What follows belongs to an exercise in optimizing a design on an open flow for small area, a short achievable clock period and few clock cycles; a production flow would make more cautious choices.
The RTL was checked by simulation tests, not by an equivalence proof against the original design.
Power figures rest on the tool's default switching activity, not on a simulated workload.

### flow/flow/run.sh
#!/bin/bash
export SETUP_SLACK_MARGIN=6.5
bash standard.sh > standard.log 2>&1
### flow/standard.sh
#!/bin/bash
# synth_recipe.tcl (not shown) runs the flow's synth.tcl, then flattens the netlist and writes it again
# the make line also repeats each setting of config.mk as NAME=value (left out here)
make -C /OpenROAD-flow-scripts/flow DESIGN_CONFIG=/design/flow/config.mk WORK_HOME=/design/flow/orfs CLKGATE_MAP_FILE= SYNTH_SCRIPT=/design/flow/synth_recipe.tcl "${@:-finish}"
### flow/config.mk
export PLATFORM = sky130hd
export DESIGN_NAME = SM_TOP
export DESIGN_NICKNAME = SM_TOP
export VERILOG_FILES = /design/flow/design.v
export SDC_FILE = /design/flow/constraint.sdc
export NUM_CORES = 4
export LEC_CHECK = 0
export CAP_MARGIN = 20
export CORE_MARGIN = 2
export CORE_UTILIZATION = 55
export CTS_CLUSTER_DIAMETER = 80
export CTS_CLUSTER_SIZE = 30
export PLACE_DENSITY = 0.65
export SLEW_MARGIN = 20
### flow/constraint.sdc
create_clock -name core_clock -period 10.0 [get_ports {i_CLK}]
set_input_delay 2.0000 -clock core_clock [delete_from_list [all_inputs] [get_ports {i_CLK}]]
set_output_delay 2.0000 -clock core_clock [all_outputs]
set_load 0.01 [all_outputs]
### flow/design.v
module SM_MUX64 (i_D, i_A, o_Q);
  parameter W = 16;
  input  [64*W-1:0] i_D;
  input  [5:0]      i_A;
  output [W-1:0]    o_Q;
  wire [W-1:0] t [0:126];      
  genvar n;
  generate
    for (n = 0; n < 64; n = n + 1) begin : leaf
      assign t[63 + n] = i_D[W*n +: W];
    end
    for (n = 0; n < 63; n = n + 1) begin : node
      localparam integer D = (n < 1) ? 0 : (n < 3) ? 1 : (n < 7) ? 2 : (n < 15) ? 3 : (n < 31) ? 4 : 5;
      assign t[n] = i_A[5 - D] ? t[2 * n + 2] : t[2 * n + 1];
    end
  endgenerate
  assign o_Q = t[0];
endmodule
module SM_CODE_RAM (i_RSTn, i_CLK, i_WSEL, i_WDATA, i_RADDR, o_RDATA, o_WORD0, o_WORD1);
  parameter DATA_WIDTH = 20;
  input                   i_RSTn, i_CLK;
  input  [62:0]           i_WSEL;
  input  [DATA_WIDTH-1:0] i_WDATA;
  input  [5:0]            i_RADDR;
  output [DATA_WIDTH-1:0] o_RDATA;
  output [DATA_WIDTH-1:0] o_WORD0, o_WORD1;
  wire [64*DATA_WIDTH-1:0] words;
  wire [63:0]              vld;
  genvar w;
  generate
    for (w = 0; w < 63; w = w + 1) begin : g
      reg [DATA_WIDTH-1:0] q;
      reg                  v;
      always @(posedge i_CLK)
        if (i_WSEL[w])
          q <= i_WDATA;
      always @(posedge i_CLK, negedge i_RSTn)
        if (!i_RSTn)
          v <= 1'b0;
        else if (i_WSEL[w])
          v <= 1'b1;
      assign words[DATA_WIDTH*w +: DATA_WIDTH] = q;
      assign vld[w] = v;
    end
  endgenerate
  assign words[DATA_WIDTH*63 +: DATA_WIDTH] = {DATA_WIDTH{1'b0}};
  assign vld[63] = 1'b0;
  wire [DATA_WIDTH-1:0] rd;
  wire                  rv;
  SM_MUX64 #(.W(DATA_WIDTH)) RD (.i_D(words), .i_A(i_RADDR), .o_Q(rd));
  SM_MUX64 #(.W(1))          RV (.i_D(vld),   .i_A(i_RADDR), .o_Q(rv));
  assign o_RDATA = rd & {DATA_WIDTH{rv}};
  assign o_WORD0 = vld[0] ? words[0 +: DATA_WIDTH] : {DATA_WIDTH{1'b0}};
  assign o_WORD1 = vld[1] ? words[DATA_WIDTH +: DATA_WIDTH] : {DATA_WIDTH{1'b0}};
endmodule
module SM_DATA_RAM (i_RSTn, i_CLK, i_WSEL, i_WDATA, i_RADDR0, o_RDATA0, i_RADDR1, o_RDATA1);
  input         i_RSTn, i_CLK;
  input  [63:1] i_WSEL;
  input  [15:0] i_WDATA;
  input  [5:0]  i_RADDR0, i_RADDR1;
  output [15:0] o_RDATA0, o_RDATA1;
  wire [64*16-1:0] words;
  wire [63:0]      vld;
  genvar w;
  generate
    for (w = 1; w < 64; w = w + 1) begin : g
      reg [15:0] q;
      reg        v;
      always @(posedge i_CLK)
        if (i_WSEL[w])
          q <= i_WDATA;
      always @(posedge i_CLK, negedge i_RSTn)
        if (!i_RSTn)
          v <= 1'b0;
        else if (i_WSEL[w])
          v <= 1'b1;
      assign words[16*w +: 16] = q;
      assign vld[w] = v;
    end
  endgenerate
  assign words[15:0] = 16'd0;
  assign vld[0] = 1'b0;
  wire [15:0] rd0, rd1;
  wire        rv0, rv1;
  SM_MUX64 #(.W(16)) RD0 (.i_D(words), .i_A(i_RADDR0), .o_Q(rd0));
  SM_MUX64 #(.W(16)) RD1 (.i_D(words), .i_A(i_RADDR1), .o_Q(rd1));
  SM_MUX64 #(.W(1))  RV0 (.i_D(vld),   .i_A(i_RADDR0), .o_Q(rv0));
  SM_MUX64 #(.W(1))  RV1 (.i_D(vld),   .i_A(i_RADDR1), .o_Q(rv1));
  assign o_RDATA0 = rd0 & {16{rv0}};
  assign o_RDATA1 = rd1 & {16{rv1}};
endmodule
module SM_MUL (input [15:0] i_X, input [15:0] i_Y, output [31:0] o_P0, output [31:0] o_P1, output [31:0] o_P2);
  wire [16:0] yy = {i_Y, 1'b0};
  wire [16:0] x1 = {i_X[15], i_X};
  wire [16:0] x2 = {i_X, 1'b0};
  wire b2_0 = yy[2], b1_0 = yy[1], b0_0 = yy[0];
  wire one_0 = b1_0 ^ b0_0;
  wire two_0 = (b2_0 & ~b1_0 & ~b0_0) | (~b2_0 & b1_0 & b0_0);
  wire [16:0] r_0 = (({17{one_0}} & x1) | ({17{two_0}} & x2)) ^ {17{b2_0}};
  wire b2_1 = yy[4], b1_1 = yy[3], b0_1 = yy[2];
  wire one_1 = b1_1 ^ b0_1;
  wire two_1 = (b2_1 & ~b1_1 & ~b0_1) | (~b2_1 & b1_1 & b0_1);
  wire [16:0] r_1 = (({17{one_1}} & x1) | ({17{two_1}} & x2)) ^ {17{b2_1}};
  wire b2_2 = yy[6], b1_2 = yy[5], b0_2 = yy[4];
  wire one_2 = b1_2 ^ b0_2;
  wire two_2 = (b2_2 & ~b1_2 & ~b0_2) | (~b2_2 & b1_2 & b0_2);
  wire [16:0] r_2 = (({17{one_2}} & x1) | ({17{two_2}} & x2)) ^ {17{b2_2}};
  wire b2_3 = yy[8], b1_3 = yy[7], b0_3 = yy[6];
  wire one_3 = b1_3 ^ b0_3;
  wire two_3 = (b2_3 & ~b1_3 & ~b0_3) | (~b2_3 & b1_3 & b0_3);
  wire [16:0] r_3 = (({17{one_3}} & x1) | ({17{two_3}} & x2)) ^ {17{b2_3}};
  wire b2_4 = yy[10], b1_4 = yy[9], b0_4 = yy[8];
  wire one_4 = b1_4 ^ b0_4;
  wire two_4 = (b2_4 & ~b1_4 & ~b0_4) | (~b2_4 & b1_4 & b0_4);
  wire [16:0] r_4 = (({17{one_4}} & x1) | ({17{two_4}} & x2)) ^ {17{b2_4}};
  wire b2_5 = yy[12], b1_5 = yy[11], b0_5 = yy[10];
  wire one_5 = b1_5 ^ b0_5;
  wire two_5 = (b2_5 & ~b1_5 & ~b0_5) | (~b2_5 & b1_5 & b0_5);
  wire [16:0] r_5 = (({17{one_5}} & x1) | ({17{two_5}} & x2)) ^ {17{b2_5}};
  wire b2_6 = yy[14], b1_6 = yy[13], b0_6 = yy[12];
  wire one_6 = b1_6 ^ b0_6;
  wire two_6 = (b2_6 & ~b1_6 & ~b0_6) | (~b2_6 & b1_6 & b0_6);
  wire [16:0] r_6 = (({17{one_6}} & x1) | ({17{two_6}} & x2)) ^ {17{b2_6}};
  wire b2_7 = yy[16], b1_7 = yy[15], b0_7 = yy[14];
  wire one_7 = b1_7 ^ b0_7;
  wire two_7 = (b2_7 & ~b1_7 & ~b0_7) | (~b2_7 & b1_7 & b0_7);
  wire [16:0] r_7 = (({17{one_7}} & x1) | ({17{two_7}} & x2)) ^ {17{b2_7}};
  wire t1 = r_0[10] ^ r_1[8];
  wire t2 = r_0[10] & r_1[8];
  wire t3 = r_0[11] ^ r_1[9];
  wire t4 = r_0[11] & r_1[9];
  wire t5 = r_0[12] ^ r_1[10] ^ r_2[8];
  wire t6 = (r_0[12] & r_1[10]) | (r_0[12] & r_2[8]) | (r_1[10] & r_2[8]);
  wire t7 = r_3[6] ^ r_4[4];
  wire t8 = r_3[6] & r_4[4];
  wire t9 = r_0[13] ^ r_1[11] ^ r_2[9];
  wire t10 = (r_0[13] & r_1[11]) | (r_0[13] & r_2[9]) | (r_1[11] & r_2[9]);
  wire t11 = r_3[7] ^ r_4[5];
  wire t12 = r_3[7] & r_4[5];
  wire t13 = r_0[14] ^ r_1[12] ^ r_2[10];
  wire t14 = (r_0[14] & r_1[12]) | (r_0[14] & r_2[10]) | (r_1[12] & r_2[10]);
  wire t15 = r_3[8] ^ r_4[6] ^ r_5[4];
  wire t16 = (r_3[8] & r_4[6]) | (r_3[8] & r_5[4]) | (r_4[6] & r_5[4]);
  wire t17 = r_6[2] ^ r_7[0];
  wire t18 = r_6[2] & r_7[0];
  wire t19 = r_0[15] ^ r_1[13] ^ r_2[11];
  wire t20 = (r_0[15] & r_1[13]) | (r_0[15] & r_2[11]) | (r_1[13] & r_2[11]);
  wire t21 = r_3[9] ^ r_4[7] ^ r_5[5];
  wire t22 = (r_3[9] & r_4[7]) | (r_3[9] & r_5[5]) | (r_4[7] & r_5[5]);
  wire t23 = r_6[3] ^ r_7[1];
  wire t24 = r_6[3] & r_7[1];
  wire t25 = ~r_0[16] ^ r_1[14] ^ r_2[12];
  wire t26 = (~r_0[16] & r_1[14]) | (~r_0[16] & r_2[12]) | (r_1[14] & r_2[12]);
  wire t27 = r_3[10] ^ r_4[8] ^ r_5[6];
  wire t28 = (r_3[10] & r_4[8]) | (r_3[10] & r_5[6]) | (r_4[8] & r_5[6]);
  wire t29 = r_6[4] ^ r_7[2] ^ 1'b1;
  wire t30 = (r_6[4] & r_7[2]) | (r_6[4] & 1'b1) | (r_7[2] & 1'b1);
  wire t31 = r_1[15] ^ r_2[13] ^ r_3[11];
  wire t32 = (r_1[15] & r_2[13]) | (r_1[15] & r_3[11]) | (r_2[13] & r_3[11]);
  wire t33 = r_4[9] ^ r_5[7] ^ r_6[5];
  wire t34 = (r_4[9] & r_5[7]) | (r_4[9] & r_6[5]) | (r_5[7] & r_6[5]);
  wire t35 = r_7[3] ^ 1'b1;
  wire t36 = r_7[3] & 1'b1;
  wire t37 = ~r_1[16] ^ r_2[14] ^ r_3[12];
  wire t38 = (~r_1[16] & r_2[14]) | (~r_1[16] & r_3[12]) | (r_2[14] & r_3[12]);
  wire t39 = r_4[10] ^ r_5[8] ^ r_6[6];
  wire t40 = (r_4[10] & r_5[8]) | (r_4[10] & r_6[6]) | (r_5[8] & r_6[6]);
  wire t41 = r_2[15] ^ r_3[13] ^ r_4[11];
  wire t42 = (r_2[15] & r_3[13]) | (r_2[15] & r_4[11]) | (r_3[13] & r_4[11]);
  wire t43 = r_5[9] ^ r_6[7];
  wire t44 = r_5[9] & r_6[7];
  wire t45 = ~r_2[16] ^ r_3[14] ^ r_4[12];
  wire t46 = (~r_2[16] & r_3[14]) | (~r_2[16] & r_4[12]) | (r_3[14] & r_4[12]);
  wire t47 = r_3[15] ^ r_4[13];
  wire t48 = r_3[15] & r_4[13];
  wire t49 = r_0[6] ^ r_1[4];
  wire t50 = r_0[6] & r_1[4];
  wire t51 = r_0[7] ^ r_1[5];
  wire t52 = r_0[7] & r_1[5];
  wire t53 = r_0[8] ^ r_1[6] ^ r_2[4];
  wire t54 = (r_0[8] & r_1[6]) | (r_0[8] & r_2[4]) | (r_1[6] & r_2[4]);
  wire t55 = r_3[2] ^ r_4[0];
  wire t56 = r_3[2] & r_4[0];
  wire t57 = r_0[9] ^ r_1[7] ^ r_2[5];
  wire t58 = (r_0[9] & r_1[7]) | (r_0[9] & r_2[5]) | (r_1[7] & r_2[5]);
  wire t59 = r_3[3] ^ r_4[1];
  wire t60 = r_3[3] & r_4[1];
  wire t61 = r_2[6] ^ r_3[4] ^ r_4[2];
  wire t62 = (r_2[6] & r_3[4]) | (r_2[6] & r_4[2]) | (r_3[4] & r_4[2]);
  wire t63 = r_5[0] ^ b2_5 ^ t1;
  wire t64 = (r_5[0] & b2_5) | (r_5[0] & t1) | (b2_5 & t1);
  wire t65 = r_2[7] ^ r_3[5] ^ r_4[3];
  wire t66 = (r_2[7] & r_3[5]) | (r_2[7] & r_4[3]) | (r_3[5] & r_4[3]);
  wire t67 = r_5[1] ^ t3 ^ t2;
  wire t68 = (r_5[1] & t3) | (r_5[1] & t2) | (t3 & t2);
  wire t69 = r_5[2] ^ r_6[0] ^ b2_6;
  wire t70 = (r_5[2] & r_6[0]) | (r_5[2] & b2_6) | (r_6[0] & b2_6);
  wire t71 = t5 ^ t7 ^ t4;
  wire t72 = (t5 & t7) | (t5 & t4) | (t7 & t4);
  wire t73 = r_5[3] ^ r_6[1] ^ t9;
  wire t74 = (r_5[3] & r_6[1]) | (r_5[3] & t9) | (r_6[1] & t9);
  wire t75 = t11 ^ t6 ^ t8;
  wire t76 = (t11 & t6) | (t11 & t8) | (t6 & t8);
  wire t77 = b2_7 ^ t13 ^ t15;
  wire t78 = (b2_7 & t13) | (b2_7 & t15) | (t13 & t15);
  wire t79 = t17 ^ t10 ^ t12;
  wire t80 = (t17 & t10) | (t17 & t12) | (t10 & t12);
  wire t81 = t19 ^ t21 ^ t23;
  wire t82 = (t19 & t21) | (t19 & t23) | (t21 & t23);
  wire t83 = t14 ^ t16 ^ t18;
  wire t84 = (t14 & t16) | (t14 & t18) | (t16 & t18);
  wire t85 = t25 ^ t27 ^ t29;
  wire t86 = (t25 & t27) | (t25 & t29) | (t27 & t29);
  wire t87 = t20 ^ t22 ^ t24;
  wire t88 = (t20 & t22) | (t20 & t24) | (t22 & t24);
  wire t89 = t31 ^ t33 ^ t35;
  wire t90 = (t31 & t33) | (t31 & t35) | (t33 & t35);
  wire t91 = t26 ^ t28 ^ t30;
  wire t92 = (t26 & t28) | (t26 & t30) | (t28 & t30);
  wire t93 = r_7[4] ^ t37 ^ t39;
  wire t94 = (r_7[4] & t37) | (r_7[4] & t39) | (t37 & t39);
  wire t95 = t32 ^ t34 ^ t36;
  wire t96 = (t32 & t34) | (t32 & t36) | (t34 & t36);
  wire t97 = r_7[5] ^ 1'b1 ^ t41;
  wire t98 = (r_7[5] & 1'b1) | (r_7[5] & t41) | (1'b1 & t41);
  wire t99 = t43 ^ t38 ^ t40;
  wire t100 = (t43 & t38) | (t43 & t40) | (t38 & t40);
  wire t101 = r_5[10] ^ r_6[8] ^ r_7[6];
  wire t102 = (r_5[10] & r_6[8]) | (r_5[10] & r_7[6]) | (r_6[8] & r_7[6]);
  wire t103 = t45 ^ t42 ^ t44;
  wire t104 = (t45 & t42) | (t45 & t44) | (t42 & t44);
  wire t105 = r_5[11] ^ r_6[9] ^ r_7[7];
  wire t106 = (r_5[11] & r_6[9]) | (r_5[11] & r_7[7]) | (r_6[9] & r_7[7]);
  wire t107 = 1'b1 ^ t47 ^ t46;
  wire t108 = (1'b1 & t47) | (1'b1 & t46) | (t47 & t46);
  wire t109 = ~r_3[16] ^ r_4[14] ^ r_5[12];
  wire t110 = (~r_3[16] & r_4[14]) | (~r_3[16] & r_5[12]) | (r_4[14] & r_5[12]);
  wire t111 = r_6[10] ^ r_7[8] ^ t48;
  wire t112 = (r_6[10] & r_7[8]) | (r_6[10] & t48) | (r_7[8] & t48);
  wire t113 = r_4[15] ^ r_5[13] ^ r_6[11];
  wire t114 = (r_4[15] & r_5[13]) | (r_4[15] & r_6[11]) | (r_5[13] & r_6[11]);
  wire t115 = r_7[9] ^ 1'b1;
  wire t116 = r_7[9] & 1'b1;
  wire t117 = ~r_4[16] ^ r_5[14] ^ r_6[12];
  wire t118 = (~r_4[16] & r_5[14]) | (~r_4[16] & r_6[12]) | (r_5[14] & r_6[12]);
  wire t119 = r_5[15] ^ r_6[13];
  wire t120 = r_5[15] & r_6[13];
  wire t121 = r_0[4] ^ r_1[2];
  wire t122 = r_0[4] & r_1[2];
  wire t123 = r_0[5] ^ r_1[3];
  wire t124 = r_0[5] & r_1[3];
  wire t125 = r_2[2] ^ r_3[0] ^ b2_3;
  wire t126 = (r_2[2] & r_3[0]) | (r_2[2] & b2_3) | (r_3[0] & b2_3);
  wire t127 = r_2[3] ^ r_3[1] ^ t51;
  wire t128 = (r_2[3] & r_3[1]) | (r_2[3] & t51) | (r_3[1] & t51);
  wire t129 = b2_4 ^ t53 ^ t55;
  wire t130 = (b2_4 & t53) | (b2_4 & t55) | (t53 & t55);
  wire t131 = t57 ^ t59 ^ t54;
  wire t132 = (t57 & t59) | (t57 & t54) | (t59 & t54);
  wire t133 = t61 ^ t63 ^ t58;
  wire t134 = (t61 & t63) | (t61 & t58) | (t63 & t58);
  wire t135 = t65 ^ t67 ^ t62;
  wire t136 = (t65 & t67) | (t65 & t62) | (t67 & t62);
  wire t137 = t69 ^ t71 ^ t66;
  wire t138 = (t69 & t71) | (t69 & t66) | (t71 & t66);
  wire t139 = t73 ^ t75 ^ t70;
  wire t140 = (t73 & t75) | (t73 & t70) | (t75 & t70);
  wire t141 = t77 ^ t79 ^ t74;
  wire t142 = (t77 & t79) | (t77 & t74) | (t79 & t74);
  wire t143 = t81 ^ t83 ^ t78;
  wire t144 = (t81 & t83) | (t81 & t78) | (t83 & t78);
  wire t145 = t85 ^ t87 ^ t82;
  wire t146 = (t85 & t87) | (t85 & t82) | (t87 & t82);
  wire t147 = t89 ^ t91 ^ t86;
  wire t148 = (t89 & t91) | (t89 & t86) | (t91 & t86);
  wire t149 = t93 ^ t95 ^ t90;
  wire t150 = (t93 & t95) | (t93 & t90) | (t95 & t90);
  wire t151 = t97 ^ t99 ^ t94;
  wire t152 = (t97 & t99) | (t97 & t94) | (t99 & t94);
  wire t153 = t101 ^ t103 ^ t98;
  wire t154 = (t101 & t103) | (t101 & t98) | (t103 & t98);
  wire t155 = t105 ^ t107 ^ t102;
  wire t156 = (t105 & t107) | (t105 & t102) | (t107 & t102);
  wire t157 = t109 ^ t111 ^ t106;
  wire t158 = (t109 & t111) | (t109 & t106) | (t111 & t106);
  wire t159 = t113 ^ t115 ^ t110;
  wire t160 = (t113 & t115) | (t113 & t110) | (t115 & t110);
  wire t161 = r_7[10] ^ t117 ^ t114;
  wire t162 = (r_7[10] & t117) | (r_7[10] & t114) | (t117 & t114);
  wire t163 = r_7[11] ^ 1'b1 ^ t119;
  wire t164 = (r_7[11] & 1'b1) | (r_7[11] & t119) | (1'b1 & t119);
  wire t165 = ~r_5[16] ^ r_6[14] ^ r_7[12];
  wire t166 = (~r_5[16] & r_6[14]) | (~r_5[16] & r_7[12]) | (r_6[14] & r_7[12]);
  wire t167 = r_6[15] ^ r_7[13];
  wire t168 = r_6[15] & r_7[13];
  assign o_P0 = {1'b1, ~r_7[16], r_7[15], ~r_6[16], 1'b1, t120, t118, t116, t112, t108, t104, t100, t96, t92, t88, t84, t80, t76, t72, t68, t64, t60, t56, t52, t50, t49, r_2[1], r_2[0], r_0[3], r_0[2], r_0[1], r_0[0]};
  assign o_P1 = {1'b0, 1'b0, 1'b1, r_7[14], t167, t165, t163, t161, t159, t157, t155, t153, t151, t149, t147, t145, t143, t141, t139, t137, t135, t133, t131, t129, t127, t125, t123, b2_2, r_1[1], r_1[0], 1'b0, b2_0};
  assign o_P2 = {1'b0, 1'b0, 1'b0, t168, t166, t164, t162, t160, t158, t156, t154, t152, t150, t148, t146, t144, t142, t140, t138, t136, t134, t132, t130, t128, t126, t124, t122, t121, 1'b0, b2_1, 1'b0, 1'b0};
endmodule
module SM_CORE (
    input             i_RSTn, i_CLK, i_WE,
    input      [6:0]  i_ADDRESS,
    input      [20:0] i_DATA,
    output            o_RDY, o_ERROR,
    output     [15:0] o_RESULT,
    output     [62:0] o_CODE_WSEL,
    output     [19:0] o_CODE_WDATA,
    output     [5:0]  o_CODE_RADDR,
    input      [19:0] i_CODE_RDATA,
    input      [19:0] i_CODE_WORD0,
    input      [19:0] i_CODE_WORD1,
    output     [63:1] o_DATA_WSEL,
    output     [15:0] o_DATA_WDATA,
    output     [5:0]  o_DATA_RADDR0,
    output     [5:0]  o_DATA_RADDR1,
    input      [15:0] i_DATA_RDATA0,
    input      [15:0] i_DATA_RDATA1
);
  function [19:0] encode(input [20:0] d);
    reg [1:0] cls;
    begin
      cls = (d[20:18] == 3'd1) ? 2'b01 : (d[20:18] == 3'd2) ? 2'b10 :
            (d[20:18] == 3'd3) ? 2'b11 : 2'b00;
      encode = {cls, (cls == 2'b00) ? {5'd0, d[20:18] == 3'd7} : d[17:12], d[11:0]};
    end
  endfunction
  reg         we_r;
  reg  [6:0]  ad_r;
  reg  [20:0] dt_r;
  always @(posedge i_CLK, negedge i_RSTn)
    if (!i_RSTn)
      we_r <= 1'b0;
    else
      we_r <= i_WE;
  always @(posedge i_CLK) begin
    ad_r <= i_ADDRESS;
    dt_r <= i_DATA;
  end
  reg  [7:0]  pd_lo, pd_hc, pd_hd;
  always @(posedge i_CLK)
    pd_lo <= 8'd1 << i_ADDRESS[2:0];
  always @(posedge i_CLK, negedge i_RSTn)
    if (!i_RSTn) begin
      pd_hc <= 8'd0;
      pd_hd <= 8'd0;
    end else begin
      pd_hc <= (i_WE && !i_ADDRESS[6]) ? 8'd1 << i_ADDRESS[5:3] : 8'd0;
      pd_hd <= (i_WE &&  i_ADDRESS[6]) ? 8'd1 << i_ADDRESS[5:3] : 8'd0;
    end
  wire [19:0] enc_r = encode(dt_r);
  wire        cw    = we_r & ~ad_r[6];
  wire        ldw   = we_r & ad_r[6];
  genvar gw;
  generate
    for (gw = 0; gw < 63; gw = gw + 1) begin : gcw
      assign o_CODE_WSEL[gw] = pd_hc[gw / 8] & pd_lo[gw % 8];
    end
  endgenerate
  assign o_CODE_WDATA = enc_r;
  reg         run_r;           
  reg  [5:0]  pc;
  reg  [19:0] ir;
  reg         fin, rdy;
  reg  [15:0] acc;
  wire [15:0] acc_n;           
  reg         ovf;
  reg         xlive, xalu, xmul, xadd, xsub, xwen;
  reg  [15:0] xa, xb;
  reg  [5:0]  xc;
  reg         ov_v, m_v, m_wen, as_ovf;
  reg  [31:0] m_p0, m_p1, m_p2;
  reg  [5:0]  m_c;
  reg         wv;
  reg  [5:0]  wc;
  reg  [15:0] wd;
  reg  [7:0]  w_hi, w_lo;      
  wire        cyc1  = we_r & ~i_WE;        
  wire        r_act = run_r | cyc1;
  wire [1:0]  rcls  = ir[19:18];
  wire [5:0]  ra    = ir[17:12];
  wire [5:0]  rb    = ir[11:6];
  wire [5:0]  rc    = ir[5:0];
  wire        r_end = (rcls == 2'b00) & ra[0];
  wire        r_free = (rcls == 2'b00) | (ra != 6'd0 && rb != 6'd0);
  wire        r_wq   = (rc != 6'd0) & (rcls != 2'b11);
  wire        r_rdc  = (rcls != 2'b00) & (ra == m_c || rb == m_c);
  wire        stall  = (xlive & xmul & (~r_free | (xwen & r_wq))) | (m_v & m_wen & r_rdc);
  wire        issue = r_act & ~stall & ~r_end;
  wire        issue_run = run_r & ~stall & ~r_end;    
  assign o_CODE_RADDR  = pc;
  assign o_DATA_RADDR0 = ra;
  assign o_DATA_RADDR1 = rb;
  wire [15:0] op_a = (ldw && ad_r[5:0] == ra) ? dt_r[15:0] : (wv && wc == ra) ? wd : i_DATA_RDATA0;
  wire [15:0] op_b = (ldw && ad_r[5:0] == rb) ? dt_r[15:0] : (wv && wc == rb) ? wd : i_DATA_RDATA1;
  wire [19:0] fetched = {i_CODE_RDATA[19:13], i_CODE_RDATA[12] | (pc == 6'd63), i_CODE_RDATA[11:0]};
  wire [19:0] word0_n = (cw && ad_r[5:0] == 6'd0) ? enc_r : i_CODE_WORD0;
  wire [19:0] word1_n = (cw && ad_r[5:0] == 6'd1) ? enc_r : i_CODE_WORD1;
  always @(posedge i_CLK) begin
    if (i_WE)
      ir <= (!i_ADDRESS[6] && i_ADDRESS[5:0] == 6'd0) ? encode(i_DATA) : word0_n;
    else if (we_r)
      ir <= word1_n;
    else if (issue_run)
      ir <= fetched;
  end
  always @(posedge i_CLK) begin
    if (we_r)
      pc <= 6'd2;
    else if (issue_run)
      pc <= pc + 6'd1;
  end
  always @(posedge i_CLK, negedge i_RSTn) begin
    if (!i_RSTn) begin
      run_r <= 1'b0;
      fin   <= 1'b0;
      rdy   <= 1'b0;
      xlive <= 1'b0;
    end else begin
      run_r <= r_act & ~r_end;
      fin   <= r_act & r_end & xlive & xalu;
      rdy   <= fin | (r_act & r_end & ~(xlive & xalu));
      xlive <= issue;
    end
  end
  always @(posedge i_CLK) begin
    xalu   <= rcls != 2'b00;
    xmul   <= rcls == 2'b11;
    xadd   <= rcls == 2'b01;
    xsub   <= rcls == 2'b10;
    xwen   <= rc != 6'd0;
    xa     <= (ra == 6'd0) ? acc_n : op_a;
    xb     <= (rb == 6'd0) ? acc_n : op_b;
    xc     <= rc;
  end
  wire signed [15:0] x = xa;
  wire signed [15:0] y = xb;
  wire signed [16:0] sum  = x + y;
  wire signed [16:0] diff = x - y;
  wire [31:0] p0, p1, p2;
  SM_MUL MUL (.i_X(x), .i_Y(y), .o_P0(p0), .o_P1(p1), .o_P2(p2));
  wire x_as = xlive & xalu & ~xmul;
  wire [31:0] q0  = m_p0 ^ m_p1 ^ m_p2;
  wire [31:0] q1  = {(m_p0[30:0] & m_p1[30:0]) | (m_p0[30:0] & m_p2[30:0]) | (m_p1[30:0] & m_p2[30:0]), 1'b0};
  wire [15:0] plo = q0[15:0] + q1[15:0];
  wire        c15 = plo[15] ^ q0[15] ^ q1[15];
  wire [16:0] ha = q0[31:15], hb = q1[31:15];
  wire [16:0] zc = (ha ^ hb) ^ {ha[15:0] | hb[15:0], c15};
  wire [16:0] oc = ~(ha ^ hb) ^ {ha[15:0] & hb[15:0], c15};
  wire        mul_ok = ~(|zc) | ~(|oc);
  assign acc_n = x_as ? (xadd ? sum[15:0] : diff[15:0]) : m_v ? plo : acc;
  always @(posedge i_CLK, negedge i_RSTn) begin
    if (!i_RSTn) begin
      acc  <= 16'd0;
      ovf  <= 1'b0;
      ov_v <= 1'b0;
      m_v  <= 1'b0;
    end else begin
      acc <= acc_n;
      if (we_r)
        ovf <= 1'b0;
      else if (ov_v)
        ovf <= ovf | as_ovf | ~mul_ok;
      ov_v <= xlive & xalu;
      m_v  <= xlive & xmul;
    end
  end
  always @(posedge i_CLK) begin
    m_p0   <= p0;
    m_p1   <= p1;
    m_p2   <= p2;
    as_ovf <= (sum[16] != sum[15]) | (diff[16] != diff[15]);
    m_wen  <= xwen;
    m_c    <= xc;
  end
  wire        w_mul = m_v & m_wen;
  wire        w_new = (xlive & ~xmul & xwen) | w_mul;
  wire        w_com = wv & ~ldw;
  wire [7:0]  w_hc  = w_hi & {8{w_com}};
  generate
    for (gw = 1; gw < 64; gw = gw + 1) begin : gdw
      assign o_DATA_WSEL[gw] = (pd_hd[gw / 8] & pd_lo[gw % 8]) | (w_hc[gw / 8] & w_lo[gw % 8]);
    end
  endgenerate
  assign o_DATA_WDATA = ldw ? dt_r[15:0] : wd;
  always @(posedge i_CLK, negedge i_RSTn) begin
    if (!i_RSTn)
      wv <= 1'b0;
    else if (w_new)
      wv <= 1'b1;
    else if (!(ldw && ad_r[5:0] != wc))
      wv <= 1'b0;
  end
  always @(posedge i_CLK)
    if (w_new) begin
      wc   <= w_mul ? m_c : xc;
      w_hi <= 8'd1 << (w_mul ? m_c[5:3] : xc[5:3]);
      w_lo <= 8'd1 << (w_mul ? m_c[2:0] : xc[2:0]);
      wd   <= w_mul ? plo : acc_n;
    end
  assign o_RDY    = rdy;
  assign o_ERROR  = ovf;
  assign o_RESULT = acc;
endmodule
module SM_TOP (
    input         i_CLK,
    input         i_RSTn,
    input         i_WE,
    input  [6:0]  i_ADDRESS,
    input  [20:0] i_DATA,
    output        o_RDY,
    output        o_ERROR,
    output [15:0] o_RESULT
);
  wire [62:0] code_wsel;
  wire [5:0]  code_raddr;
  wire [19:0] code_wdata, code_rdata, code_word0, code_word1;
  wire [63:1] data_wsel;
  wire [5:0]  data_raddr0, data_raddr1;
  wire [15:0] data_wdata, data_rdata0, data_rdata1;
  SM_CORE CORE (
    .i_RSTn(i_RSTn), .i_CLK(i_CLK), .i_WE(i_WE), .i_ADDRESS(i_ADDRESS), .i_DATA(i_DATA),
    .o_RDY(o_RDY), .o_ERROR(o_ERROR), .o_RESULT(o_RESULT),
    .o_CODE_WSEL(code_wsel), .o_CODE_WDATA(code_wdata),
    .o_CODE_RADDR(code_raddr), .i_CODE_RDATA(code_rdata), .i_CODE_WORD0(code_word0), .i_CODE_WORD1(code_word1),
    .o_DATA_WSEL(data_wsel), .o_DATA_WDATA(data_wdata),
    .o_DATA_RADDR0(data_raddr0), .o_DATA_RADDR1(data_raddr1),
    .i_DATA_RDATA0(data_rdata0), .i_DATA_RDATA1(data_rdata1)
  );
  SM_CODE_RAM CODE_RAM (
    .i_RSTn(i_RSTn), .i_CLK(i_CLK), .i_WSEL(code_wsel), .i_WDATA(code_wdata),
    .i_RADDR(code_raddr), .o_RDATA(code_rdata), .o_WORD0(code_word0), .o_WORD1(code_word1)
  );
  SM_DATA_RAM DATA_RAM (
    .i_RSTn(i_RSTn), .i_CLK(i_CLK), .i_WSEL(data_wsel), .i_WDATA(data_wdata),
    .i_RADDR0(data_raddr0), .o_RDATA0(data_rdata0), .i_RADDR1(data_raddr1), .o_RDATA1(data_rdata1)
  );
endmodule
==> impl_metrics.toml, run 1 <==
[clocking]
insertion_delay_ns = 0.88
cts_buffers = 130
ctsHoldBuffers = 0
htree_levels = 4
root_buffer = "clkbuf_16"
cts.path.max_buffers = 3
clk_pin_slew_worst_paths_ns = 0.11
cts_tree = "yes"
cts.sinks = 2669

[power]
pwr-share-comb_pct = 41.4
leakage_nw = 42.1
power_frac_seq_pct = 40.2
max-vdd-ir-drop_mv = 0.204
p_switching_mw = 13.5
p_int_mw = 22.9
powerDensity_nw_per_um2 = 276
clkPwrFrac_pct = 18.4
p_sw_share_pct = 37.1

[detailed_routing]
routed_wl_mm = 365
drtIter0Drc = 10700
met2_wirelength_mm = 170
vias = 70900
first_pass_iters = 6
drc = 0
topRoutingLayerUsed = "met5"
routed-wl-met3_mm = 38.9
wl_met1_mm = 136
antenna_left = 0
via_per_inst = 7.03
wl_per_cell_um = 36.2

[sta]
tightest_slew_ns = 1.10
clock.fmax_ghz = 0.275
finalSetupViolations = 0
finalHoldViolCount = 0
slew_viol_final = 0
rsz0062_at_grt = "true"
fin_skew_ns = 0.0597
post-route-period-util_pct = 36.4
period_needed_ns = 3.64
relSlewSlack_pct = 26.8
finalSetupTns_ns = 0

[cells_and_area]
fillCellCount = 15900
area_growth_pct = 8.77
layout.cells.non_filler = 10100
drive_above_1_share_pct = 26.8
multi_input_area_um2 = 41300
nets = 7227
seqCellArea_um2 = 77600

[yosys]
ys_seq_elements = 2669
ys_warn_count = 6
synth_cell_types = 87
synth.area.top_cells = "edfxtp_1 57%, mux4_2 17%, dfrtp_1 3.4%"
synth_area_um2 = 122000
synth_ff_type = "edfxtp_1"
synth-edff-count = 2326
synth_area_per_cell_um2 = 17.3
synth_cells = 7041
synth_top_area_cell = "edfxtp_1"
syn_nets = 7260
synth.top_cell.area_share_pct = 57.5
synth_async_sr_flop_share_pct = 6.26
synth_most_common_cell = "edfxtp_1"
synth_seq_area_share_pct = 63.8
synth_common_cells = "2,326 x edfxtp_1, 932 x mux4_2, 364 x nand2_1"

[grt]
grt_first_pass_wirelength_mm = 510
grt_antenna_before_repair = 28
grt_max_degree = 104
grt.total_usage_pct = 32.2
grt_pass1_vias = 68200
grt_overflow = 0

[critical_path]
worstPathArrival_ns = 4.37
r2r_setup_slack_ns = 6.36
start_kind = "flop"
path_class = "flop to flop"
reg2reg_to = "CORE.xa[2]"
r2r_start = "CORE.ir[14]"
rr_worst_depth = 9
end_kind = "flop"
worstPathMaxFanout = 31
cp.required_ns = 10.74

[floorplanning]
die_w_um = 474
start_util_pct = 55.3
die_area_um2 = 225000
die_h_um = 474
num_rows = 172
coreArea_um2 = 220000
num_io_pins = 49

[worst_hold_path]
min_delay_path_depth = 0
min_from = "CORE.xc[2]"
hp-class = "flop to flop"
whs_endpoint = "CORE.m_c[2]"

[place]
routabilityCongestion = 0.917
io_buffers = 48
dp_cells = 9738
hpwlAfterDp_mm = 212

[flow_run]
maxCapViolations = 0

[run_status]
status = "no timing/DRC/antenna violations"
## layout by cell type, fill, tap and decap left out, types with 99 or more instances in the layout
cell type and count:
a21oi_1 222, dfxtp_1 150, dfrtp_1 152, buf_4 233
mux2i_1 154, o21ai_0 230, mux4_2 932, clkbuf_16 148
nand2_1 362, nor2_1 189, or2_2 130, inv_1 132
a22oi_1 100, ha_1 99, edfxtp_1 2326
## kinds of logic (layout without fill, tap and decap cells)
group	Yosys count	after routing	synth area share, %
other cells	0	20	0
xor+xnor	120	120	0.865
simple gates	1127	1127	4.52
compound gates	1027	1028	5.58
buf+inv	687	751	2.69
fa+ha+maj	215	215	2.69
mux	1196	1196	19.8
flops	2669	2669	63.8
## power by group through the flow
stage                     clock (mW)  combinational, mW  sequential [mW]
after CTS                       6.77               14.6             14.6
final                           6.72               15.1             14.6
after global placement             0               13.8             14.9
after floorplan                    0               9.66             14.6
after global routing            7.12               16.2             14.7
after detailed placement           0               14.0             14.9
## stage by stage
| stage | utilization [%] | hold slack (ns) | worst slack (ns) | power [mW] | cell area (µm²) |
|---|---|---|---|---|---|
| after floorplan | - | 0.330 | 6.59 | 24.2 | 122000 |
| after global placement | 56.9 | 0.339 | 5.25 | 28.7 | 125000 |
| after detailed placement | 56.9 | 0.342 | 5.33 | 28.9 | 125000 |
| after CTS | 59.7 | 0.360 | 6.42 | 36.0 | 131000 |
| after global routing | 60.1 | 0.373 | 6.48 | 38.0 | 132000 |
| final | 60.2 | 0.359 | 6.36 | 36.4 | 132000 |
## registers in the layout, summed over array words and instances, names as in the netlist, 20 cells and up
name          flops
DATA_RAM.g.q   1008
CORE.dt_r        21
CORE.ir          20
CORE.m_p2        26
CORE.m_p1        28
CODE_RAM.g.q   1260
CODE_RAM.g.v     63
DATA_RAM.g.v     63
CORE.m_p0        30
## critical path: stages, from the launching register on
cell and delay, ns:
edfxtp_1 0.44, buf_8 0.32, buf_16 0.28, and2_2 0.56, a221oi_1 0.20, a21o_1 0.19, a222oi_1 0.84, o21ai_2 0.20
o211ai_1 0.25, o21ai_0 0.13
## worst max path at each step
stage | from | endpoint | slack [ns] | depth (start not counted)
floorplan | i_ADDRESS[3] | CORE.ir[13] | 6.59 | 6
global placement | CORE.pc[0] | CORE.ir[12] | 5.25 | 7
detailed placement | CORE.pc[0] | CORE.ir[12] | 5.33 | 7
CTS | CORE.pc[0] | CORE.ir[12] | 6.42 | 8
global route | CORE.xb[11] | CORE.wd[15] | 6.48 | 11
finish | CORE.ir[14] | CORE.xa[2] | 6.36 | 9
## cell type report
| type | instances | area share (%) |
|---|---|---|
| Tap cell | 2958 | 2.80 |
| Clock inverter | 79 | 0.848 |
| Multi-Input combinational cell | 3686 | 31.3 |
| Inverter | 153 | 0.470 |
| Sequential cell | 2669 | 58.7 |
| Clock buffer | 151 | 2.58 |
| Timing Repair Buffer | 368 | 3.27 |
| Antenna cell | 20 | 0.0379 |
## layer usage
metal / vias up / global-route usage (%)
met3: 818 / 6.06
met2: 4423 / 49.9
met4: 10 / 14.4
met5: - / 0
li1: 28300 / -
met1: 37300 / 45.0
## timing repair
| action | in CTS | in global routing |
|---|---|---|
| buffers inserted | 35 | 28 |
| gates cloned | 15 | 15 |
| setup endpoints to repair | 137 | 103 |
| pin swaps | 4 | 13 |
| resized for setup | 246 | 79 |
Testbench counts, summed over its fixed seeds: cycles 27,024.
==> run 2: changes to the inputs <==
--- a/flow/design.v
+++ b/flow/design.v
@@ -327,14 +327,20 @@
   reg         we_r;
   reg  [6:0]  ad_r;
   reg  [20:0] dt_r;
+  reg         ldw;             
   always @(posedge i_CLK, negedge i_RSTn)
-    if (!i_RSTn)
+    if (!i_RSTn) begin
       we_r <= 1'b0;
-    else
+      ldw  <= 1'b0;
+    end else begin
       we_r <= i_WE;
+      ldw  <= i_WE & i_ADDRESS[6];
+    end
+  reg  [7:0]  eh_r;            
   always @(posedge i_CLK) begin
     ad_r <= i_ADDRESS;
     dt_r <= i_DATA;
+    eh_r <= encode(i_DATA) >> 12;
   end
   reg  [7:0]  pd_lo, pd_hc, pd_hd;
   always @(posedge i_CLK)
@@ -347,9 +353,8 @@
       pd_hc <= (i_WE && !i_ADDRESS[6]) ? 8'd1 << i_ADDRESS[5:3] : 8'd0;
       pd_hd <= (i_WE &&  i_ADDRESS[6]) ? 8'd1 << i_ADDRESS[5:3] : 8'd0;
     end
-  wire [19:0] enc_r = encode(dt_r);
+  wire [19:0] enc_r = {eh_r, dt_r[11:0]};
   wire        cw    = we_r & ~ad_r[6];
-  wire        ldw   = we_r & ad_r[6];
   genvar gw;
   generate
     for (gw = 0; gw < 63; gw = gw + 1) begin : gcw
--- a/flow/config.mk
+++ b/flow/config.mk
@@ -7,8 +7,8 @@
 export LEC_CHECK = 0
 export CAP_MARGIN = 20
 export CORE_MARGIN = 2
-export CORE_UTILIZATION = 55
+export CORE_UTILIZATION = 60
 export CTS_CLUSTER_DIAMETER = 80
 export CTS_CLUSTER_SIZE = 30
-export PLACE_DENSITY = 0.65
+export PLACE_DENSITY = 0.68
 export SLEW_MARGIN = 20
==> run 2 against run 1 <==
Effect of this change:
- sequential share of layout area grew 0.24 points
- clock skew shrank 0.012 ns
- synthesized cell count shrank 0.45%
- critical path depth shrank 2
- first-iteration DRC count is essentially flat
- die area shrank 8.7%
- design area shrank 0.27%
- via count shrank 0.40%
- sequential power grew 3%
- clock-buffer cell count grew 9
- global-route usage grew 2.9 points
- combinational power grew 6%
- critical endpoint is now CORE.ir[12]
==> impl_metrics.toml, run 2 <==
[grt]
grt_antenna_before_repair = 24
grt.total_usage_pct = 35.1
grt_overflow = 0
grt_pass1_vias = 68200
grt_first_pass_wirelength_mm = 508
grt_max_degree = 122

[critical_path]
crit_family = "buffers and inverters"
path_buf_inv = 2
worstPathArrival_ns = 4.11
max_stage_delay_ns = 0.60
cpMostUsedCell = "a21oi_1"
start_kind = "primary input"
worstPathMaxFanout = 40
path_class = "primary input to flop"
cp.required_ns = 10.56
cp_slowest_cell = "clkdlybuf4s50_1"
cp_cell_sequence = "clkdlybuf4s50_1, nor4_1, and2_1, clkbuf_8, a21oi_1, a21oi_1, mux2i_1"
end_kind = "flop"

[yosys]
synth.area.top_cells = "edfxtp_1 58%, mux4_2 18%, dfrtp_1 3.5%"
synth_seq_area_share_pct = 64.2
yosys.area_share.adder_pct = 2.71
synth_cell_types = 76
ys_warn_count = 6
synth_top_family_by_area = "multiplexers"
synth-edff-count = 2326
synth_most_common_cell = "edfxtp_1"
synth_mux_area_share_pct = 19.9
synthXorXnorAreaFrac_pct = 0.854
synth_top_area_cell = "edfxtp_1"
synth_cells = 7009
synth-simple-area-share_pct = 4.60
ys_seq_elements = 2673
syn_nets = 7228
synth_compound_area_share_pct = 5.34
synth_ff_type = "edfxtp_1"
synth_area_um2 = 121000
synth_async_sr_flop_share_pct = 6.29
synth_common_cells = "2,326 x edfxtp_1, 968 x mux4_2, 404 x nand2_1"
synth_area_per_cell_um2 = 17.3
synth.top_cell.area_share_pct = 57.7

[cells_and_area]
final_cell_mix = "2,326 x edfxtp_1, 968 x mux4_2, 402 x nand2_1"
nets = 7208
layout.cells.non_filler = 9757
area_growth_pct = 8.99
largest_register_ffs = 1260
final_common_cell = "edfxtp_1"
largestRegisters = "CODE_RAM.g.q (1260), DATA_RAM.g.q (1008)"
drive_above_1_share_pct = 27.3
largest-register = "CODE_RAM.g.q"

[detailed_routing]
drc = 0
antenna_left = 0
routed_wl_mm = 361
first_pass_iters = 7
vias = 70600
wl_per_cell_um = 37.0
via_per_inst = 7.24
drtIter0Drc = 10700

[sta]
fin_ws_ns = 6.45
tightest_slew_ns = 1.27
finalSetupTns_ns = 0
fin_skew_ns = 0.0474
period_needed_ns = 3.55
slew_viol_final = 0
post-route-period-util_pct = 35.5
finalSetupViolations = 0
clock.fmax_ghz = 0.282
relSlewSlack_pct = 14.9
finalHoldViolCount = 0
rsz0062_at_grt = "true"

[place]
io_buffers = 48
dpl_worst_slack_ns = 5.09
dp_cells = 9424
routabilityCongestion = 0.943
hpwlAfterDp_mm = 210

[clocking]
clk_pin_slew_worst_paths_ns = 0.10
insertion_delay_ns = 0.84
cts_buffers = 135
cts_tree = "yes"
root_buffer = "clkbuf_16"
cts.path.max_buffers = 3
cts.sinks = 2673
htree_levels = 4

[floorplanning]
num_rows = 164
die_h_um = 453
die_w_um = 453
die_area_um2 = 205000
start_util_pct = 60.5
num_io_pins = 49
coreArea_um2 = 200000

[power]
p_total_mw = 37.7
max-vdd-ir-drop_mv = 0.230
leakage_nw = 42.0
powerDensity_nw_per_um2 = 286

[flow_run]
maxCapViolations = 0

[run_status]
status = "no timing/DRC/antenna violations"

[worst_hold_path]
hp-class = "flop to flop"
## run 2: cell families after synthesis
kind of cell               count (synthesis)
AOI/OAI and AO/OA                        995
xor gates and xnor gates                 118
adders and majority gates                216
buffers and inverters                    670
DFF                                     2673
muxes                                   1184
and+or+nand+nor                         1153
## run 2: area by class of cell
type	count	area, µm²
diodes	8	20.0
clock buffers	160	3660
clock inverters	81	1060
fillers	13400	68200
inverters	138	578
multi-input cells	3667	41100
flip-flops and latches	2673	77700
well taps	2656	3320
repair buffers	374	4310
## run 2: stage by stage
stage               hold slack [ns]  util, %  cell area, µm²
floorplan                     0.330        -          121000
global placement              0.332     62.2          124000
detailed placement            0.341     62.2          124000
CTS                           0.358     65.4          131000
global route                  0.363     65.9          132000
finish                        0.361     65.9          132000
## run 2: what timing repair did
item / CTS / global route
endpoints found under the hold margin: 0 / 0
gates resized for setup: 297 / 99
setup endpoints to repair: 147 / 87
gates cloned: 15 / 16
setup buffers: 25 / 28
pin swaps: 2 / 20
hold buffers: 0 / 0
## run 2: power by group
group	internal [mW]	switching [mW]	leakage (nW)	total, mW
Sequential	14.1	0.877	24.0	15.0
Combinational	6.52	9.46	15.7	16.0
Clock	2.96	3.83	2.28	6.79
Total	23.6	14.2	42.0	37.7
## run 2: worst paths after layout
path                       depth (start not counted)          from  slack [ns]          endpoint
hold reg to reg                                    0    CORE.xc[2]        0.36       CORE.m_c[2]
setup / recovery                                   7  i_ADDRESS[3]        6.45       CORE.ir[12]
setup reg to reg                                  10   CORE.ir[15]        6.49       CORE.xa[14]
min in group asynchronous                          1        i_RSTn        1.14  CODE_RAM.g[30].v
max in group asynchronous                          3        i_RSTn        6.75   DATA_RAM.g[1].v
hold / removal                                     0    CORE.xc[2]        0.36       CORE.m_c[2]
## run 2: metal layers
| metal | part of all wire [%] | wire, µm | track usage, % | up-vias |
|---|---|---|---|---|
| met1 | 35 | 128000 | 48.0 | 36800 |
| met5 | 0.032 | 115 | 0 | - |
| li1 | - | - | - | 28100 |
| met2 | 47 | 170000 | 55.4 | 4793 |
| met4 | 6.4 | 23100 | 17.3 | 16 |
| met3 | 11 | 39600 | 6.29 | 879 |
Testbench counts of run 2, summed over its fixed seeds: cycles 27,024.
==> run 3: changes to the inputs <==
--- a/flow/design.v
+++ b/flow/design.v
@@ -453,6 +453,13 @@
   wire [16:0] oc = ~(ha ^ hb) ^ {ha[15:0] & hb[15:0], c15};
   wire        mul_ok = ~(|zc) | ~(|oc);
   assign acc_n = x_as ? (xadd ? sum[15:0] : diff[15:0]) : m_v ? plo : acc;
+  wire ovf_n = we_r ? 1'b0 : ov_v ? (ovf | as_ovf | ~mul_ok) : ovf;
+  reg  [15:0] res_q;
+  reg         err_q;
+  always @(posedge i_CLK) begin
+    res_q <= acc_n;
+    err_q <= ovf_n;
+  end
   always @(posedge i_CLK, negedge i_RSTn) begin
     if (!i_RSTn) begin
       acc  <= 16'd0;
@@ -461,10 +468,7 @@
       m_v  <= 1'b0;
     end else begin
       acc <= acc_n;
-      if (we_r)
-        ovf <= 1'b0;
-      else if (ov_v)
-        ovf <= ovf | as_ovf | ~mul_ok;
+      ovf <= ovf_n;
       ov_v <= xlive & xalu;
       m_v  <= xlive & xmul;
     end
@@ -503,8 +507,8 @@
       wd   <= w_mul ? plo : acc_n;
     end
   assign o_RDY    = rdy;
-  assign o_ERROR  = ovf;
-  assign o_RESULT = acc;
+  assign o_ERROR  = err_q;
+  assign o_RESULT = res_q;
 endmodule
 module SM_TOP (
     input         i_CLK,
==> run 3 against run 2 <==
Effect of this change:
- final cell count fell by 0.13%
- clock skew is 0.0072 ns lower
- utilization shrank 0.67 points
- fmax decreased by 1.8%
- flip-flop and latch count increased by 17
- sequential share of layout area up 0.38 points
- design area is 0.20% lower
==> impl_metrics.toml, run 3 <==
[run_status]
status = "no timing/DRC/antenna violations"

[grt]
grt.total_usage_pct = 34.7
grt_overflow = 0
grt_max_degree = 99
grt_antenna_before_repair = 31
grt_pass1_vias = 67000
grt_first_pass_wirelength_mm = 501

[sta]
post-route-period-util_pct = 36.2
relSlewSlack_pct = 14.5
finalSetupTns_ns = 0
whs_ns = 0.351
tightest_slew_ns = 1.28
period_needed_ns = 3.62
clock.fmax_ghz = 0.276
finalSetupViolations = 0
fin_skew_ns = 0.0402
slew_viol_final = 0
rsz0062_at_grt = "true"
finalHoldViolCount = 0

[detailed_routing]
routed_wl_mm = 359
wl_per_cell_um = 36.8
vias = 70500
via_per_inst = 7.23
first_pass_iters = 7
drtIter0Drc = 11200
drc = 0
antenna_left = 0

[power]
leakage_nw = 42.1
max-vdd-ir-drop_mv = 0.198
powerDensity_nw_per_um2 = 287

[clocking]
cts_tree = "yes"
ctsHoldBuffers = 0
clk_pin_slew_worst_paths_ns = 0.10
cts_buffers = 130
htree_levels = 4
cts.sinks = 2690
cts.path.max_buffers = 3
root_buffer = "clkbuf_16"
insertion_delay_ns = 0.85

[yosys]
synth_area_um2 = 121000
synth_common_cells = "2,326 x edfxtp_1, 974 x mux4_2, 356 x nand2_1"
synth-edff-count = 2326
synth_top_area_cell = "edfxtp_1"
syn_nets = 7192
synth_cell_types = 84
synth.area.top_cells = "edfxtp_1 58%, mux4_2 18%, dfrtp_1 3.5%"
synth_ff_type = "edfxtp_1"
synth_seq_area_share_pct = 64.2
synth_area_per_cell_um2 = 17.4
synth_async_sr_flop_share_pct = 6.25
ys_warn_count = 6
synth.top_cell.area_share_pct = 57.5
synth_cells = 6973
ys_seq_elements = 2690
synth_most_common_cell = "edfxtp_1"

[cells_and_area]
largest-register = "CODE_RAM.g.q"
drive_above_1_share_pct = 26.9
largest_register_ffs = 1260
largestRegisters = "CODE_RAM.g.q (1260), DATA_RAM.g.q (1008)"
final_common_cell = "edfxtp_1"
final_cell_mix = "2,326 x edfxtp_1, 974 x mux4_2, 353 x nand2_1"
utilization_pct = 65.2
area_growth_pct = 8.38
nets = 7177

[critical_path]
cp_cell_sequence = "buf_4, buf_6, nor2b_2, a22oi_1, a21oi_1, a21o_1, a22oi_1, buf_4, a211o_1, a311oi_1, a21o_1"
crit_start = "CORE.ir[8]"
path_class = "flop to flop"
reg2reg_to = "CORE.xb[6]"
r2r_setup_slack_ns = 6.38
worstPathArrival_ns = 4.40
max_stage_delay_ns = 0.70
start_kind = "flop"
end_kind = "flop"
r2r_start = "CORE.ir[8]"
cp_slowest_cell = "nor2b_2"
cp.required_ns = 10.79
rr_worst_depth = 11
worstPathMaxFanout = 48

[floorplanning]
num_rows = 165
start_util_pct = 60.2
die_w_um = 454
num_io_pins = 49
die_area_um2 = 206000
coreArea_um2 = 202000
die_h_um = 454

[place]
routabilityCongestion = 0.975
io_buffers = 48
hpwlAfterDp_mm = 220

[flow_run]
maxCapViolations = 0

[worst_hold_path]
min_from = "CORE.xc[3]"
hp-class = "flop to flop"
min_delay_path_depth = 0
whs_endpoint = "CORE.m_c[3]"
-- run 3: worst max-delay path by stage --
stage,to,slack (ns),cells past startpoint
3_3_place_gp,CORE.ir[16],5.21,7
2_1_floorplan,CORE.ir[10],6.53,8
6_report,CORE.xb[6],6.38,11
4_1_cts,CORE.xa[8],6.47,9
3_5_place_dp,CORE.ir[16],5.19,7
5_1_grt,CORE.xa[15],6.40,12
-- run 3: cell families (layout without fill, tap and decap cells) --
| family | count (synthesis) | count (layout) | share of synthesized area [%] |
|---|---|---|---|
| other | 0 | 20 | 0 |
| flip-flops | 2690 | 2690 | 64.2 |
| XOR/XNOR | 118 | 118 | 0.851 |
| multiplexers | 1209 | 1209 | 20.2 |
| AO/OA/AOI/OAI | 1015 | 1015 | 5.47 |
| buffers and inverters | 668 | 747 | 2.38 |
| adder cells (fa/ha/maj) | 215 | 215 | 2.69 |
| AND/OR/NAND/NOR | 1058 | 1058 | 4.21 |
-- run 3: stage by stage --
stage                     instance area (µm²)  setup slack [ns]  cells  total power, mW
after floorplan                        121000              6.53   6973             24.9
after global placement                 125000              5.21   9424             30.0
after detailed placement               125000              5.19   9425             30.2
after global routing                   132000              6.40   9734             39.2
after CTS                              131000              6.47   9691             37.1
final                                  132000              6.38   9744             37.7
-- run 3: power breakdown --
group          switching (mW)  internal (mW)
Clock                    3.75           2.70
Sequential              0.824           14.1
Combinational            9.76           6.55
Total                    14.3           23.4
-- run 3: final cells by class --
class | count | area [µm²]
tap | 2672 | 3340
inverter | 142 | 571
antenna | 20 | 50.0
sequential | 2690 | 78100
multi-input combinational | 3615 | 41000
timing repair buffer | 379 | 4180
clock inverter | 70 | 838
clock buffer | 156 | 3460
fill | 13600 | 70100
-- run 3: timing repair --
item	CTS	global route
hold endpoints to repair	0	0
cloned	12	15
resized for setup	210	82
setup buffers	28	18
pin swaps	4	7
setup endpoints to repair	157	106
-- run 3: metal layers --
metal | vias up | GRT usage, % | share of wire (%)
li1 | 28100 | - | -
met1 | 37000 | 51.4 | 38
met2 | 4654 | 50.4 | 45
met3 | 802 | 7.84 | 13
met4 | 6 | 14.5 | 5.0
met5 | - | 0 | 0.0089
-- run 3: critical path, delay by kind of cell, from the launching register on --
family / cells / cell delay, ns
AO/OA/AOI/OAI: 7 / 1.41
buffers and inverters: 3 / 1.07
flip-flops: 1 / 0.35
AND/OR/NAND/NOR: 1 / 0.70
Testbench counts of run 3, summed over its fixed seeds: cycles 27,024.
==> run 4: changes to the inputs <==
==> flow/flow/run.sh (replaced) <==
#!/bin/bash
export SETUP_SLACK_MARGIN=6.8
bash standard.sh > standard.log 2>&1
==> run 4 against run 3 <==
Effect of this change:
- clock power grew 4.8%
- utilization grew 2.1 points
- flip-flop and latch count is the same
- sequential share of layout area shrank 1.9 points
- via count grew 3.1%
- wire length grew 6.0%
==> impl_metrics.toml, run 4 <==
[place]
io_buffers = 48
placed_cell_area_um2 = 125000
hpwlAfterDp_mm = 219
routabilityCongestion = 0.978

[floorplanning]
die_area_um2 = 206000
num_rows = 165
coreArea_um2 = 202000
die_w_um = 454
die_h_um = 454
start_util_pct = 60.2
num_io_pins = 49

[cells_and_area]
largest_register_ffs = 1260
final_cell_mix = "2,326 x edfxtp_1, 976 x mux4_2, 349 x nand2_1"
largestRegisters = "CODE_RAM.g.q (1260), DATA_RAM.g.q (1008)"
largest-register = "CODE_RAM.g.q"
drive_above_1_share_pct = 31.2
area_growth_pct = 11.9
nets = 7356
final_common_cell = "edfxtp_1"
final_cell_area_um2 = 136000
fillCellCount = 13100

[critical_path]
max_stage_delay_ns = 0.42
worstPathArrival_ns = 1.42
crit_family = "flip-flops"
start_kind = "flop"
worstPathMaxFanout = 1
cp.required_ns = 8.00
path_class = "flop to output port"
end_kind = "output port"
path_buf_inv = 1
cp_cell_sequence = "buf_2"
cp_slowest_cell = "dfrtp_1"

[yosys]
synth-edff-count = 2326
synth_area_um2 = 121000
ys_seq_elements = 2690
synth_top_area_cell = "edfxtp_1"
synth.area.top_cells = "edfxtp_1 58%, mux4_2 18%, dfrtp_1 3.5%"
syn_nets = 7192
synth_ff_type = "edfxtp_1"
synth_cell_types = 84
ys_warn_count = 6
synth_most_common_cell = "edfxtp_1"
synth_async_sr_flop_share_pct = 6.25
synth_common_cells = "2,326 x edfxtp_1, 974 x mux4_2, 356 x nand2_1"
synth.top_cell.area_share_pct = 57.5
synth_cells = 6973
synth_seq_area_share_pct = 64.2
synth_area_per_cell_um2 = 17.4

[detailed_routing]
routed_wl_mm = 380
drc = 0
drtIter0Drc = 12600
via_per_inst = 7.32
first_pass_iters = 8
wl_per_cell_um = 38.3
antenna_left = 0
vias = 72700

[power]
p_sw_share_pct = 37.7
pwr-share-comb_pct = 45.5
clkPwrFrac_pct = 17.0
max-vdd-ir-drop_mv = 0.246
p_switching_mw = 15.0
powerDensity_nw_per_um2 = 293
leakage_nw = 43.9
power_frac_seq_pct = 37.5
p_int_mw = 24.8

[grt]
grt_pass1_vias = 68600
grt_overflow = 0
grt_first_pass_wirelength_mm = 528
grt_antenna_before_repair = 34
grt.total_usage_pct = 36.8
grt_max_degree = 96

[sta]
finalSetupTns_ns = 0
tightest_slew_ns = 1.21
clock.fmax_ghz = 0.293
slew_viol_final = 0
relSlewSlack_pct = 19.3
period_needed_ns = 3.42
fin_skew_ns = 0.0432
post-route-period-util_pct = 34.2
finalSetupViolations = 0
finalHoldViolCount = 0
rsz0062_at_grt = "true"

[run_status]
status = "no timing/DRC/antenna violations"

[clocking]
cts.sinks = 2690
cts_buffers = 134
cts.path.max_buffers = 3
htree_levels = 4
root_buffer = "clkbuf_16"
ctsHoldBuffers = 0
insertion_delay_ns = 0.86
cts_tree = "yes"
clk_pin_slew_worst_paths_ns = 0.10

[worst_hold_path]
hp-class = "flop to flop"

[flow_run]
maxCapViolations = 0
## run 4: cell counts after synthesis
No cell type changed its count.
## run 4: power groups by stage
stage	sequential (mW)	combinational (mW)	clock (mW)
floorplan	14.8	10.1	0
global placement	15.2	14.8	0
detailed placement	15.2	14.9	0
CTS	14.9	17.0	6.80
global route	15.1	19.1	7.17
finish	15.0	18.1	6.76
## run 4: logic make-up (layout without fill, tap and decap cells)
kind of cell | count (synthesis) | after routing | synth area share (%)
flops | 2690 | 2690 | 64.2
mux | 1209 | 1209 | 20.2
simple gates | 1058 | 1064 | 4.21
compound gates | 1015 | 1015 | 5.47
buf+inv | 668 | 932 | 2.38
fa+ha+maj | 215 | 215 | 2.69
xor+xnor | 118 | 118 | 0.851
other cells | 0 | 12 | 0
## run 4: area by class of cell
cell class	instances	area, µm²	area share, %
antenna	12	30.0	0.0221
tap	2672	3340	2.46
multi-input combinational	3621	42100	31.0
timing repair buffer	548	6990	5.15
inverter	142	581	0.427
clock inverter	82	992	0.730
clock buffer	160	3670	2.70
sequential	2690	78100	57.5
## run 4: worst paths after layout
path	from	slack, ns	cells past startpoint	end
max in group asynchronous	i_RSTn	7.32	2	CODE_RAM.g[48].v
worst min-delay path	CORE.xc[5]	0.36	0	CORE.m_c[5]
min in group asynchronous	i_RSTn	1.21	1	DATA_RAM.g[55].v
worst min register to register	CORE.xc[5]	0.36	0	CORE.m_c[5]
worst max-delay path	CORE.rdy	6.58	1	o_RDY
worst max register to register	CORE.ir[16]	6.72	7	CORE.xa[10]
## run 4: metal layers
layer,part of all wire [%],GRT usage [%],routed length [µm]
met2,43,52.2,165000
met1,37,54.3,141000
met3,14,10.6,54200
met5,0.027,0,101
met4,5.3,15.0,20200
## run 4: stage by stage
stage | power, mW | util (%) | hold WS, ns | cells | setup WS [ns]
floorplan | 24.9 | - | 0.330 | 6973 | 6.81
global placement | 29.9 | 62.0 | 0.338 | 9424 | 5.15
detailed placement | 30.2 | 62.0 | 0.339 | 9424 | 5.17
CTS | 38.7 | 66.4 | 0.358 | 9814 | 6.53
global route | 41.3 | 67.3 | 0.371 | 9922 | 6.55
finish | 39.9 | 67.3 | 0.358 | 9927 | 6.58
## run 4: timing repair
action,4_1_cts,5_1_grt
endpoints found under the hold margin,0,0
setup buffers,94,79
gates cloned,54,21
pin swaps,49,81
endpoints found under the setup margin,188,138
gates resized for setup,500,176
==> run 5: changes to the inputs <==
==> flow/flow/run.sh (replaced) <==
#!/bin/bash
export SETUP_SLACK_MARGIN=6.8
export CTS_ARGS="-sink_clustering_enable -repair_clock_nets -sink_clustering_size 30 -sink_clustering_max_diameter 80 -dont_use_dummy_load"
bash standard.sh > standard.log 2>&1
==> run 5 against run 4 <==
Effect of this change:
- total power down 2.1%
- wire length decreased by 0.39%
- non-clock buffer count increased by 18
- highest routed layer unchanged
- die area unchanged
- largest power group unchanged
- design area decreased by 0.74%
- synthesized cell count did not move
- hold slack worse by 0.0016 ns
- fmax grew 0.84%
- largest cell class unchanged
- flip-flop and latch count did not move
- combinational power hardly changed
- register-to-register slack got worse by 0.07 ns
==> impl_metrics.toml, run 5 <==
[sta]
tightest_slew_ns = 1.24
post-route-period-util_pct = 33.9
finalSetupViolations = 0
relSlewSlack_pct = 17.1
finalHoldViolCount = 0
fin_skew_ns = 0.0969
rsz0062_at_grt = "true"
finalSetupTns_ns = 0
period_needed_ns = 3.39
whs_ns = 0.356
slew_viol_final = 0
fin_ws_ns = 6.61
clock.fmax_ghz = 0.295

[cells_and_area]
fillCellCount = 13200
nets = 7374
seqCellArea_um2 = 78100
largestRegisters = "CODE_RAM.g.q (1260), DATA_RAM.g.q (1008)"
area_growth_pct = 11.1
drive_above_1_share_pct = 30.8
final_cell_mix = "2,326 x edfxtp_1, 974 x mux4_2, 348 x nand2_1"
utilization_pct = 66.8
multi_input_area_um2 = 42300
final_common_cell = "edfxtp_1"
largest-register = "CODE_RAM.g.q"
layout.cells.non_filler = 9845
final_cell_area_um2 = 135000
largest_register_ffs = 1260

[critical_path]
path_buf_inv = 1
max_stage_delay_ns = 0.41
worstPathArrival_ns = 1.39
r2r_start = "CORE.ir[6]"
cp_slowest_cell = "dfrtp_1"
worstPathMaxFanout = 1
path_class = "flop to output port"
crit_start = "CORE.rdy"
start_kind = "flop"
end_kind = "output port"
cp.required_ns = 8.00
crit_family = "flip-flops"
cp_cell_sequence = "buf_2"

[detailed_routing]
antenna_left = 0
vias = 72400
routed_wl_mm = 379
drtIter0Drc = 11800
first_pass_iters = 9
via_per_inst = 7.35
wl_per_cell_um = 38.5
drc = 0

[place]
dpl_worst_slack_ns = 5.17
placed_cell_area_um2 = 125000
dp_cells = 9424
routabilityCongestion = 0.978
io_buffers = 48
hpwlAfterDp_mm = 219

[power]
pwr-share-comb_pct = 46.9
max-vdd-ir-drop_mv = 0.246
p_total_mw = 39.0
p_sw_share_pct = 37.5
powerDensity_nw_per_um2 = 289
power_frac_seq_pct = 38.3
p_int_mw = 24.4
clkPwrFrac_pct = 14.8
leakage_nw = 43.5
p_switching_mw = 14.6

[clocking]
insertion_delay_ns = 0.87
cts_tree = "yes"
clk_pin_slew_worst_paths_ns = 0.10
root_buffer = "clkbuf_16"
cts.sinks = 2690
cts_buffers = 134
htree_levels = 4
cts.path.max_buffers = 3

[yosys]
synth_seq_area_share_pct = 64.2
synth_top_area_cell = "edfxtp_1"
synth_area_per_cell_um2 = 17.4
synth.area.top_cells = "edfxtp_1 58%, mux4_2 18%, dfrtp_1 3.5%"
synth_most_common_cell = "edfxtp_1"
synth_common_cells = "2,326 x edfxtp_1, 974 x mux4_2, 356 x nand2_1"
ys_seq_elements = 2690
syn_nets = 7192
synth_async_sr_flop_share_pct = 6.25
synth_cells = 6973
ys_warn_count = 6
synth_ff_type = "edfxtp_1"
synth.top_cell.area_share_pct = 57.5
synth-edff-count = 2326
synth_area_um2 = 121000
synth_cell_types = 84

[grt]
grt_first_pass_wirelength_mm = 525
grt_antenna_before_repair = 31
grt_overflow = 0
grt_max_degree = 96
grt_pass1_vias = 68400
grt.total_usage_pct = 36.7

[floorplanning]
start_util_pct = 60.2
die_w_um = 454
coreArea_um2 = 202000
num_io_pins = 49
die_h_um = 454
die_area_um2 = 206000
num_rows = 165

[worst_hold_path]
hp-class = "flop to flop"
min_from = "CORE.xc[5]"

[run_status]
status = "no timing/DRC/antenna violations"

[flow_run]
maxCapViolations = 0
==> run 5: worst paths after layout <==
check / endpoint / slack [ns] / cells after the start
setup / recovery: o_RDY / 6.61 / 1
hold / removal: CORE.m_c[5] / 0.36 / 0
setup reg to reg: CORE.xb[6] / 6.65 / 16
hold reg to reg: CORE.m_c[5] / 0.36 / 0
max in group asynchronous: CODE_RAM.g[51].v / 7.29 / 2
min in group asynchronous: DATA_RAM.g[54].v / 1.22 / 1
==> run 5: area by class of cell <==
class / count / area share [%]
diodes: 20 / 0.0371
clock buffers: 134 / 2.49
inverters: 142 / 0.435
multi-input cells: 3621 / 31.4
flip-flops and latches: 2690 / 57.9
well taps: 2672 / 2.48
repair buffers: 566 / 5.27
==> run 5: metal layers <==
metal	vias to the layer above	GRT usage, %	routed length (µm)	share of wire (%)
li1	28400	-	-	-
met1	37800	53.9	140000	37
met2	5309	52.2	165000	44
met3	924	10.6	53900	14
met4	10	15.0	18900	5.0
met5	-	0	160	0.042
==> run 5: repair_timing <==
action                                  CTS  global route
hold endpoints to repair                  0             0
setup buffers                            99            96
pin swaps                                40            89
hold buffers                              0             0
cloned                                   56            16
gates resized for setup                 511           202
endpoints found under the setup margin  188           126
==> run 5: power by group through the flow <==
stage / logic [mW] / clock network [mW] / registers, mW
finish: 18.3 / 5.77 / 15.0
global route: 19.3 / 6.15 / 15.0
CTS: 17.0 / 5.79 / 15.0
detailed placement: 14.9 / 0 / 15.2
global placement: 14.8 / 0 / 15.2
floorplan: 10.1 / 0 / 14.8
==> run 5: cells by family after synthesis <==
logic type | Yosys count | share of synthesized area (%)
xor+xnor | 118 | 0.851
flops | 2690 | 64.2
buf+inv | 668 | 2.38
fa+ha+maj | 215 | 2.69
mux | 1209 | 20.2
simple gates | 1058 | 4.21
compound gates | 1015 | 5.47

## static timing again, ports no longer ideal
The flow's constraints put no driver on any port. The routed layouts listed below were extracted and timed again, unchanged, in two steps.
Step 1, drivers: a clkbuf_16 drives i_CLK and a buf_2 each remaining input, both assumed.
Step 2 moves the port delays by t, midway between the first and last clock arrival at a register: inputs arrive t later, outputs are due t later. That takes back most of the time a late clock gives input paths.
Three values: ideal ports, drivers, drivers and shift; two values: the first two.
run	t, ns	setup slack, ns	latest minus earliest clock arrival (ns)	worst slew at a driven data input, ns	pins driven straight from the clock port
run 1	0.942	6.365 / 6.365 / 5.610	0.065 / 0.064	0.05	1
run 2	0.917	6.449 / 6.420 / 5.530	0.054 / 0.053	0.19	1
run 3	0.930	6.383 / 6.383 / 5.613	0.044 / 0.043	0.24	1
run 4	0.931	6.584 / 6.493 / 5.781	0.049 / 0.050	0.11	1
run 5	0.922	6.612 / 6.508 / 5.854	0.120 / 0.120	0.12	1
After both steps setup and hold are still met in every run listed. The setup slack of run 2, which loses most, moves by -0.029 ns with the drivers and by -0.919 ns with both steps.
